What follows belongs to an exercise in optimizing a design on an open flow for small area; a production flow would make more cautious choices.
Only simulation tests tie the RTL to the original design; equivalence was not proved.
Power and IR drop assume default switching activity.

==> flow/design.v (excerpt) <==
module router_top_module (
    input clock,
    input resetn,
    input packet_valid,
    input [7:0] data_in,
    input [2:0] read_en,
    output [7:0] data_out_0,
    output [7:0] data_out_1,
    output [7:0] data_out_2,
    output [2:0] valid_out,
    output error,
    output busy
);
Size in the first run: ~520 flip-flops, roughly 43 I/O pins.
Settings: LEC_CHECK=0, ABC_AREA=1, CAP_MARGIN=20, CORE_MARGIN=2, CORE_UTILIZATION=40, CTS_BUF_LIST=sky130_fd_sc_hd__clkbuf_8, CTS_CLUSTER_DIAMETER=50, CTS_CLUSTER_SIZE=18, SLEW_MARGIN=20; clock period 5.0 ns.
run.sh (not shown) runs the stock make flow with config.mk's settings and CLKGATE_MAP_FILE= SYNTH_SCRIPT=/design/flow/synth_recipe.tcl, a recipe that flattens the netlist after the stock synthesis.
The first run completed without violations.
Edit:
--- a/flow/config.mk
+++ b/flow/config.mk
@@ -10,6 +10,4 @@
 export CORE_MARGIN = 2
 export CORE_UTILIZATION = 40
-export CTS_BUF_LIST = sky130_fd_sc_hd__clkbuf_8
-export CTS_CLUSTER_DIAMETER = 50
-export CTS_CLUSTER_SIZE = 18
+export CTS_BUF_LIST = sky130_fd_sc_hd__clkbuf_4
 export SLEW_MARGIN = 20
=> The changed run went through all stages and came out clean; clock power is higher by 30%; total power came out higher by 9.5%; worst setup slack gets worse by 0.25 ns.
Edit:
--- a/flow/config.mk
+++ b/flow/config.mk
@@ -10,4 +10,6 @@
 export CORE_MARGIN = 2
 export CORE_UTILIZATION = 40
-export CTS_BUF_LIST = sky130_fd_sc_hd__clkbuf_4
+export CTS_BUF_LIST = sky130_fd_sc_hd__clkbuf_16
+export CTS_CLUSTER_DIAMETER = 60
+export CTS_CLUSTER_SIZE = 25
 export SLEW_MARGIN = 20
After rerunning: Fmax rises by 8.0%; first-iteration DRC count rose by 7.0%; total power drops by 5.7%; wire length came out lower by 3.1%; via count goes down by 4.5%; core utilization goes down by 0.98 points; critical path depth came out higher by 11; cell area decreases by 2.1%; area after synthesis stays the same; global-route usage came out lower by 0.90 points; final cell count falls by 6.0%.
Edit:
==> flow/config.mk (replaced) <==
export PLATFORM = sky130hd
export DESIGN_NAME = router_top_module
export DESIGN_NICKNAME = router_top_module
export VERILOG_FILES = /design/flow/design.v
export SDC_FILE = /design/flow/constraint.sdc
export NUM_CORES = 4
export LEC_CHECK = 0
export CAP_MARGIN = 20
export CORE_MARGIN = 2
export CORE_UTILIZATION = 40
export SLEW_MARGIN = 20
The changed run finished clean.
Clock power goes up by about 25%.
Setup slack gets worse by 0.24 ns.
Power climbs by about 8%.
Fmax went down by 6.9%.
Global-route usage barely changes.
Routed wire length grows by 2.4%.
Clock skew decreases by 0.0034 ns.
Cell count fell by 13%.
Hold slack is worse by 0.011 ns.
Cell area is higher by about 3.4%.


Another version of the RTL of router_top_module (not shown whole).
Size: roughly 1,400 cells after synthesis, roughly 520 flip-flops, ~43 I/O pins, about 0.021 mm² of cells after synthesis.
Settings: LEC_CHECK=0, CAP_MARGIN=20, CORE_MARGIN=2, CORE_UTILIZATION=40, SLEW_MARGIN=20; clock period 5.0 ns.
standard.sh (not shown) runs the stock make flow with config.mk's settings and CLKGATE_MAP_FILE= SYNTH_SCRIPT=/design/flow/synth_recipe.tcl, a recipe that flattens the netlist after the stock synthesis.
==> flow/flow/run.sh <==
#!/bin/bash
# Layout: the standard flow, with clock tree synthesis told not to add
# dummy loads and to build the tree from clkbuf_8 cells; synthesis buffers
# removed at floorplan, ports buffered with buf_1, and gates off the critical
# paths downsized after global routing.
set -euo pipefail
export CTS_ARGS="-sink_clustering_enable -repair_clock_nets -dont_use_dummy_load -buf_list sky130_fd_sc_hd__clkbuf_8 -sink_clustering_size 18 -sink_clustering_max_diameter 50"
export REMOVE_ABC_BUFFERS=1
export BUFFER_PORTS_ARGS="-buffer_cell sky130_fd_sc_hd__buf_1"
export RECOVER_POWER=100
bash standard.sh finish > flow_standard.log 2>&1
The starting point completed and failed the layout checks on max-capacitance violations, max-slew violations.
==> next run, changes <==
==> flow/flow/run.sh (replaced) <==
#!/bin/bash
# Layout: the standard flow, with synthesis buffers removed at floorplan,
# ports buffered with buf_1, and clock tree synthesis told not to add dummy
# loads and to build the tree from clkbuf_16 cells.
set -euo pipefail
export CTS_ARGS="-sink_clustering_enable -repair_clock_nets -dont_use_dummy_load -buf_list sky130_fd_sc_hd__clkbuf_16 -sink_clustering_size 30 -sink_clustering_max_diameter 60"
export REMOVE_ABC_BUFFERS=1
export BUFFER_PORTS_ARGS="-buffer_cell sky130_fd_sc_hd__buf_1"
bash standard.sh finish > flow_standard.log 2>&1
After rerunning: This time the run completed with no timing, DRC or antenna violations. Synthesized cell count does not change. Worst setup slack improved by 0.38 ns. Global-route usage hardly moves. Area after synthesis is unchanged. Power goes up by 5.8%. Design area came out higher by 1.5%. Non-clock buffer count stays the same. Fmax came out higher by 11%. Register-to-register slack improves by 0.38 ns.
==> next run, changes <==
==> flow/flow/run.sh (replaced) <==
#!/bin/bash
# Layout: the standard flow, with clock tree synthesis told not to add
# dummy loads and to build the tree from clkbuf_8 cells.
set -euo pipefail
export CTS_ARGS="-sink_clustering_enable -repair_clock_nets -dont_use_dummy_load -buf_list sky130_fd_sc_hd__clkbuf_8 -sink_clustering_size 18 -sink_clustering_max_diameter 50"
bash standard.sh finish > flow_standard.log 2>&1
Result: Register-to-register slack hardly moves; power is lower by 4.5%; worst hold slack got worse by 0.012 ns; synthesized cell count does not change; maximum frequency is lower by 5.6%.
==> next run, changes <==
==> flow/run.sh (new file) <==
#!/bin/bash
# synth_recipe.tcl (not shown) runs the flow's synth.tcl, then flattens the netlist and writes it again
# the make line also repeats each setting of config.mk as NAME=value (left out here)
make -C /OpenROAD-flow-scripts/flow DESIGN_CONFIG=/design/flow/config.mk WORK_HOME=/design/flow/orfs CLKGATE_MAP_FILE= SYNTH_SCRIPT=/design/flow/synth_recipe.tcl finish
Settings changed: CTS_BUF_LIST from default to sky130_fd_sc_hd__clkbuf_8, CTS_CLUSTER_DIAMETER from default to 40, CTS_CLUSTER_SIZE from default to 22, SYNTH_HIERARCHICAL from default to 1.
removed: flow/flow/run.sh
removed: flow/standard.sh
After rerunning: Worst hold slack improved by 0.022 ns. Power climbs by 19%. Area after synthesis grows by 1.8%. Via count went down by 1.8%. Synthesized cell count fell by 4.7%. Clock skew went down by 0.011 ns.


Setup of lane 2:
Starting RTL as in the previous note.
// router_top_module
module router_top_module (
    input clock,
    input resetn,
    input packet_valid,
    input [7:0] data_in,
    input [2:0] read_en,
    output [7:0] data_out_0,
    output [7:0] data_out_1,
    output [7:0] data_out_2,
    output [2:0] valid_out,
    output error,
    output busy
);
Settings: LEC_CHECK=0, CAP_MARGIN=20, CORE_MARGIN=2, CORE_UTILIZATION=40, SLEW_MARGIN=20; clock period 5.0 ns.
==> flow/flow/run.sh <==
#!/bin/bash
# Layout: the standard flow, with synthesis buffers removed at floorplan,
# ports buffered with buf_1, and clock tree synthesis told not to add dummy
# loads and to build the tree from clkbuf_8 cells.
set -euo pipefail
export CTS_ARGS="-sink_clustering_enable -repair_clock_nets -dont_use_dummy_load -buf_list sky130_fd_sc_hd__clkbuf_8 -sink_clustering_size 24 -sink_clustering_max_diameter 40"
export REMOVE_ABC_BUFFERS=1
export BUFFER_PORTS_ARGS="-buffer_cell sky130_fd_sc_hd__buf_1"
bash standard.sh finish > flow_standard.log 2>&1
What lane 4 does differently from lane 2 at the input level:
==> flow/run.sh (new file) <==
#!/bin/bash
# synth_recipe.tcl (not shown) runs the flow's synth.tcl, then flattens the netlist and writes it again
# the make line also repeats each setting of config.mk as NAME=value (left out here)
make -C /OpenROAD-flow-scripts/flow DESIGN_CONFIG=/design/flow/config.mk WORK_HOME=/design/flow/orfs CLKGATE_MAP_FILE= SYNTH_SCRIPT=/design/flow/synth_recipe.tcl finish
diff --git a/flow/config.mk b/flow/config.mk
--- a/flow/config.mk
+++ b/flow/config.mk
@@ -10,0 +11,3 @@
+export CTS_BUF_LIST = sky130_fd_sc_hd__clkbuf_8
+export CTS_CLUSTER_DIAMETER = 50
+export CTS_CLUSTER_SIZE = 18
@@ -11,0 +15 @@
+export SYNTH_HIERARCHICAL = 1
removed: flow/flow/run.sh
removed: flow/standard.sh
==> comparison <==
Lane 4 was carried through to the last stage, and its layout satisfied the timing, design-rule and antenna checks. Lower post-route total power among lane 2 and lane 4: lane 2. Compared with lane 2, count of clock-net buffers in the final layout in lane 4 decreased by more than 10%. Looking at slew at the pin closest to its max-slew limit, lane 4 sits 0.086 ns below lane 2. Lane 4 vs. lane 2: die area picked up an extra about 1.7%; largest fanout on the critical path -24. For lane 4, the capture point of the critical path was busy, unlike lane 2, where it was FIFO_0.occ[4]. Going from lane 2 to lane 4, largest voltage drop on the vdd net moved down, maximum single-stage delay on the critical path shows an increase of 0.04 ns.

## static timing again, ports no longer ideal
The flow's constraints put no driver on any port. The routed layouts listed below were extracted and timed again, unchanged, in two steps.
Step 1 (the two cells are an assumption about what drives the block):
set clk [get_ports {clock}]
set_driving_cell -lib_cell sky130_fd_sc_hd__clkbuf_16 $clk
set_driving_cell -lib_cell sky130_fd_sc_hd__buf_2 [delete_from_list [all_inputs] $clk]
Step 2 times the ports against the registers' clock, not the clock port: input delays grow and output delays shrink by t, the midpoint of the rising clock arrivals with the driver on.
Slacks: ideal / step 1 / step 2; pairs: ideal / step 1.
| run | shift t [ns] | slack for setup (ns) | worst setup path after step 2 |
|---|---|---|---|
| the first run of note 1 | 0.720 | 1.787 / 1.737 / 1.317 | input to register |
| the second run of note 1 | 0.980 | 1.534 / 1.481 / 1.377 | input to register |
| the third run of note 1 | 0.628 | 1.789 / 1.789 / 1.360 | input to register |
| the fourth run of note 1 | 0.667 | 1.551 / 1.499 / 1.195 | input to register |
| the first run of note 2 | 0.661 | 1.239 / 1.239 / 0.849 | input to register |
| the second run of note 2 | 0.604 | 1.621 / 1.621 / 1.217 | input to register |
| the third run of note 2 | 0.677 | 1.421 / 1.370 / 0.977 | input to register |
| the fourth run of note 2 | 0.685 | 1.527 / 1.475 / 1.046 | input to register |
| lane 2 | 0.693 | 1.642 / 1.642 / 1.226 | input to register |
| lane 4 | 0.688 | 1.528 / 1.476 / 1.076 | input to register |
For the fourth run of note 2, which loses most, drivers alone change the setup slack by -0.052 ns; drivers and shift together by -0.481 ns.
